Source: an optimization exercise on an open RTL-to-GDS flow (aim: small area). Production flows keep margins and buffers that such runs may drop.
Function was checked by simulation only, so behaviour that the tests miss may differ from the original.

Setup of job 8717:
## x_corr
module x_corr #(parameter xi_bits = 12,
                parameter xq_bits = 12,
                parameter yi_bits = 12,
                parameter yq_bits = 12,
                parameter i_bits = 31,
                parameter q_bits = 31,
                parameter length = 102,
                parameter length_counter_bits = 7,
                parameter out_max_bits = 62
                )
   (input clk,
    input                              rst,
    output                             s_axis_tready,
    input [xi_bits - 1:0]              xi,
    input [xq_bits - 1:0]              xq,
    input [yi_bits - 1:0]              yi,
    input [yq_bits - 1:0]              yq,
    input                              m_axis_tvalid,
    input                              m_axis_tready,
    output [out_max_bits - 1:0]        out_max,
    output [length_counter_bits - 1:0] index,
    output                             s_axis_tvalid
    );
For scale: roughly 3100 cells after synthesis.
Settings: LEC_CHECK=0, ABC_AREA=1, CAP_MARGIN=20, CORE_MARGIN=2, CORE_UTILIZATION=40, GPL_TIMING_DRIVEN=0, SLEW_MARGIN=20; clock period 10.0 ns.
standard.sh (not shown) runs the stock make flow with config.mk's settings and CLKGATE_MAP_FILE= SYNTH_SCRIPT=/design/flow/synth_recipe.tcl, a recipe that flattens the netlist after the stock synthesis.
==> flow/flow/run.sh <==
#!/bin/bash
# Layout flow:
#  1. the standard synthesis (standard.sh synth), unchanged;
#  2. full adders of that netlist given the polarity that needs the fewest
#     inverters between adders, registers and ports (flow/polarity.py --pre),
#     then the combinational logic re-mapped for area by ABC
#     (flow/remap.ys, flow/remap.abc); registers, full/half adders and tie
#     cells keep their instances and names;
#  3. a polarity clean-up (flow/polarity.py): full adders built on
#     complemented signals, and XOR/XNOR swapped, where that saves inverters;
#  4. the standard ORFS layout from that netlist, with one-drive port
#     buffers and a clock tree of small buffers without dummy loads.
# Each tool's output goes to a log file in this folder.
set -euo pipefail
W=$(pwd)
R=$W/orfs/results/$FLOW_PLATFORM/x_corr/base
LIB=$FLOW_HOME/platforms/$FLOW_PLATFORM/lib/sky130_fd_sc_hd__tt_025C_1v80.lib
YOSYS=$(command -v yosys || echo "$FLOW_HOME/../tools/install/yosys/bin/yosys")
PERIOD_PS=$(python3 -c "print(int(round(float('$FLOW_PERIOD_NS') * 1000)))")

bash standard.sh synth > synth.log 2>&1
cp "$R/1_2_yosys.v" "$W/netlist_standard.v"
python3 flow/polarity.py --pre "$W/netlist_standard.v" "$W/netlist_prepol.v" > prepolarity.log 2>&1

sed -e "s|LIBFILE|$LIB|g" -e "s|IN_NETLIST|$W/netlist_prepol.v|" \
    -e "s|OUT_NETLIST|$W/netlist_remap.v|" -e "s|TOPNAME|$FLOW_TOP|" \
    -e "s|ABCSCRIPT|$W/flow/remap.abc|" -e "s|PERIOD_PS|$PERIOD_PS|" \
    flow/remap.ys > remap_run.ys
"$YOSYS" -s remap_run.ys > remap.log 2>&1

python3 flow/polarity.py "$W/netlist_remap.v" "$W/netlist_polarity.v" > polarity.log 2>&1
cp "$W/netlist_polarity.v" "$R/1_2_yosys.v"
rm -f "$R/1_synth.odb" "$R/1_synth.sdc"

bash standard.sh \
  BUFFER_PORTS_ARGS="-buffer_cell sky130_fd_sc_hd__buf_1" \
  CTS_ARGS="-sink_clustering_enable -repair_clock_nets -dont_use_dummy_load -sink_clustering_size 10 -sink_clustering_max_diameter 35 -buf_list {sky130_fd_sc_hd__clkbuf_4}" \
  finish > layout.log 2>&1
==> flow/flow/remap.abc <==
strash
dch -f
map -a
topo
stime -c
upsize -c
dnsize -c
==> flow/flow/remap.ys <==
# Re-map the combinational logic of the standard synthesis netlist for area.
# Registers, full and half adders and tie cells are kept as they are (same
# instances and names); everything else is flattened to gates and mapped
# again by ABC with an area-first script (flow/remap.abc).
read_liberty -ignore_miss_func LIBFILE
read_verilog IN_NETLIST
hierarchy -top TOPNAME
blackbox sky130_fd_sc_hd__fa_1 sky130_fd_sc_hd__ha_1 sky130_fd_sc_hd__dfxtp_1 sky130_fd_sc_hd__edfxtp_1 sky130_fd_sc_hd__conb_1
flatten
rename -hide w:_*
opt_clean -purge
stat
abc -liberty LIBFILE -script ABCSCRIPT -D PERIOD_PS -dont_use sky130_fd_sc_hd__probe_p_8 -dont_use sky130_fd_sc_hd__probec_p_8 -dont_use sky130_fd_sc_hd__lpflow_*
rename -hide w:_*
opt_clean -purge
insbuf -buf sky130_fd_sc_hd__buf_4 A X
stat -liberty LIBFILE
write_verilog -noattr OUT_NETLIST
Other scripts of this flow, unchanged in this note and not shown: flow/flow/polarity.py
diff inputs: job 8717 => job 3661
# job 8717
export LEC_CHECK = 0
export ABC_AREA = 1
export CAP_MARGIN = 20
export CORE_MARGIN = 2
export CORE_UTILIZATION = 40
export GPL_TIMING_DRIVEN = 0
export SLEW_MARGIN = 20
create_clock -name core_clock -period 10.0 [get_ports {clk}]
# job 3661
export LEC_CHECK = 0
export ABC_AREA = 1
export CAP_MARGIN = 20
export CORE_MARGIN = 2
export CORE_UTILIZATION = 40
export SLEW_MARGIN = 20
create_clock -name core_clock -period 10.0 [get_ports {clk}]
--- a/flow/flow/run.sh
+++ b/flow/flow/run.sh
@@ -7 +7 @@
-#     (flow/remap.ys, flow/remap.abc); registers, full/half adders and tie
+#     (flow/remap.ys, flow/remap.abc); registers, full adders and tie
--- a/flow/flow/remap.abc
+++ b/flow/flow/remap.abc
@@ -5,0 +6 @@
+buffer -c
--- a/flow/flow/remap.ys
+++ b/flow/flow/remap.ys
@@ -2 +2 @@
-# Registers, full and half adders and tie cells are kept as they are (same
+# Registers, full adders and tie cells are kept as they are (same
@@ -8 +8 @@
-blackbox sky130_fd_sc_hd__fa_1 sky130_fd_sc_hd__ha_1 sky130_fd_sc_hd__dfxtp_1 sky130_fd_sc_hd__edfxtp_1 sky130_fd_sc_hd__conb_1
+blackbox sky130_fd_sc_hd__fa_1 sky130_fd_sc_hd__dfxtp_1 sky130_fd_sc_hd__edfxtp_1 sky130_fd_sc_hd__conb_1
==> comparison <==
As of job 3661, count of clock-net buffers in the final layout had risen by a little under 10% compared to job 8717.
Diff job 8717 -> job 3661 | fraction of final layout cells with drive strength greater than 1 | increase of 1.0 points
Final critical-path setup slack on job 3661 is ahead of job 8717.
In the metrics for job 3661 and job 8717, the one carrying the higher hold slack is job 8717.
Looking at met1 routed wirelength after detailed routing across job 3661 and job 8717, the one that comes out higher is job 3661.
| overall routed net length | job 3661 vs job 8717 | worse |
Job 8717 reports its start point of the critical path as yq[0] while job 3661 reports mg.ore_w[2].
Max depth of the worst register-to-register path across job 3661 and job 8717: job 3661
Job 3661 and job 8717 all finish clean.
Compared to job 8717, job 3661 has clock period minus worst slack 0.59 ns lower.
Job 8717 was larger in final cell area than job 3661.
## Diff of input files: job 3701 against job 3661
--- a/flow/flow/run.sh
+++ b/flow/flow/run.sh
@@ -7 +7 @@
-#     (flow/remap.ys, flow/remap.abc); registers, full adders and tie
+#     (flow/remap.ys, flow/remap.abc); registers, full/half adders and tie
--- a/flow/flow/remap.ys
+++ b/flow/flow/remap.ys
@@ -2 +2 @@
-# Registers, full adders and tie cells are kept as they are (same
+# Registers, full and half adders and tie cells are kept as they are (same
@@ -8 +8 @@
-blackbox sky130_fd_sc_hd__fa_1 sky130_fd_sc_hd__dfxtp_1 sky130_fd_sc_hd__edfxtp_1 sky130_fd_sc_hd__conb_1
+blackbox sky130_fd_sc_hd__fa_1 sky130_fd_sc_hd__ha_1 sky130_fd_sc_hd__dfxtp_1 sky130_fd_sc_hd__edfxtp_1 sky130_fd_sc_hd__conb_1
==> comparison <==
The core of job 3701 is less densely filled than that of job 3661. Run comparison: job 3661 slowest library cell on the worst path sky130_fd_sc_hd__a2111oi_0; job 3701 slowest library cell on the worst path sky130_fd_sc_hd__fa_1. Of the two candidates, job 3661 has the better die outline area and job 3701 the worse one. Summary — synthesized cell count, job 3701 relative to job 3661: lower, by 220. Leading cell type in the layout, fill and taps excluded: sky130_fd_sc_hd__nor2_1 -> job 3661, sky130_fd_sc_hd__fa_1 -> job 3701.

==> separate check: timing with driven ports <==
In the flow no input, the clock included, has a driving cell. The finished layouts below were timed again as built, in two steps. Step 1 (the two cells are an assumption about what drives the block):
set clk [get_ports {clk}]
set_driving_cell -lib_cell sky130_fd_sc_hd__clkbuf_16 $clk
set_driving_cell -lib_cell sky130_fd_sc_hd__buf_2 [delete_from_list [all_inputs] $clk]
Step 2 moves the port delays by t, midway between the first and last clock arrival at a register: inputs arrive t later, outputs are due t later. That takes back most of the time a late clock gives input paths. Three values: ideal ports, drivers, drivers and shift; two values: the first two.
run | t (ns) | setup slack, ns | worst slew at a driven data input, ns
job 8717 | 0.866 | 0.358 / 0.380 / -0.486 | 0.03
job 3661 | 0.852 | 0.948 / 0.948 / 0.203 | 0.05
job 3701 | 0.864 | 0.948 / 0.948 / 0.295 | 0.11
With both steps, setup timing fails in job 8717, where it was met with ideal ports. For job 8717, which loses most, drivers alone change the setup slack by +0.022 ns; drivers and shift together by -0.844 ns.
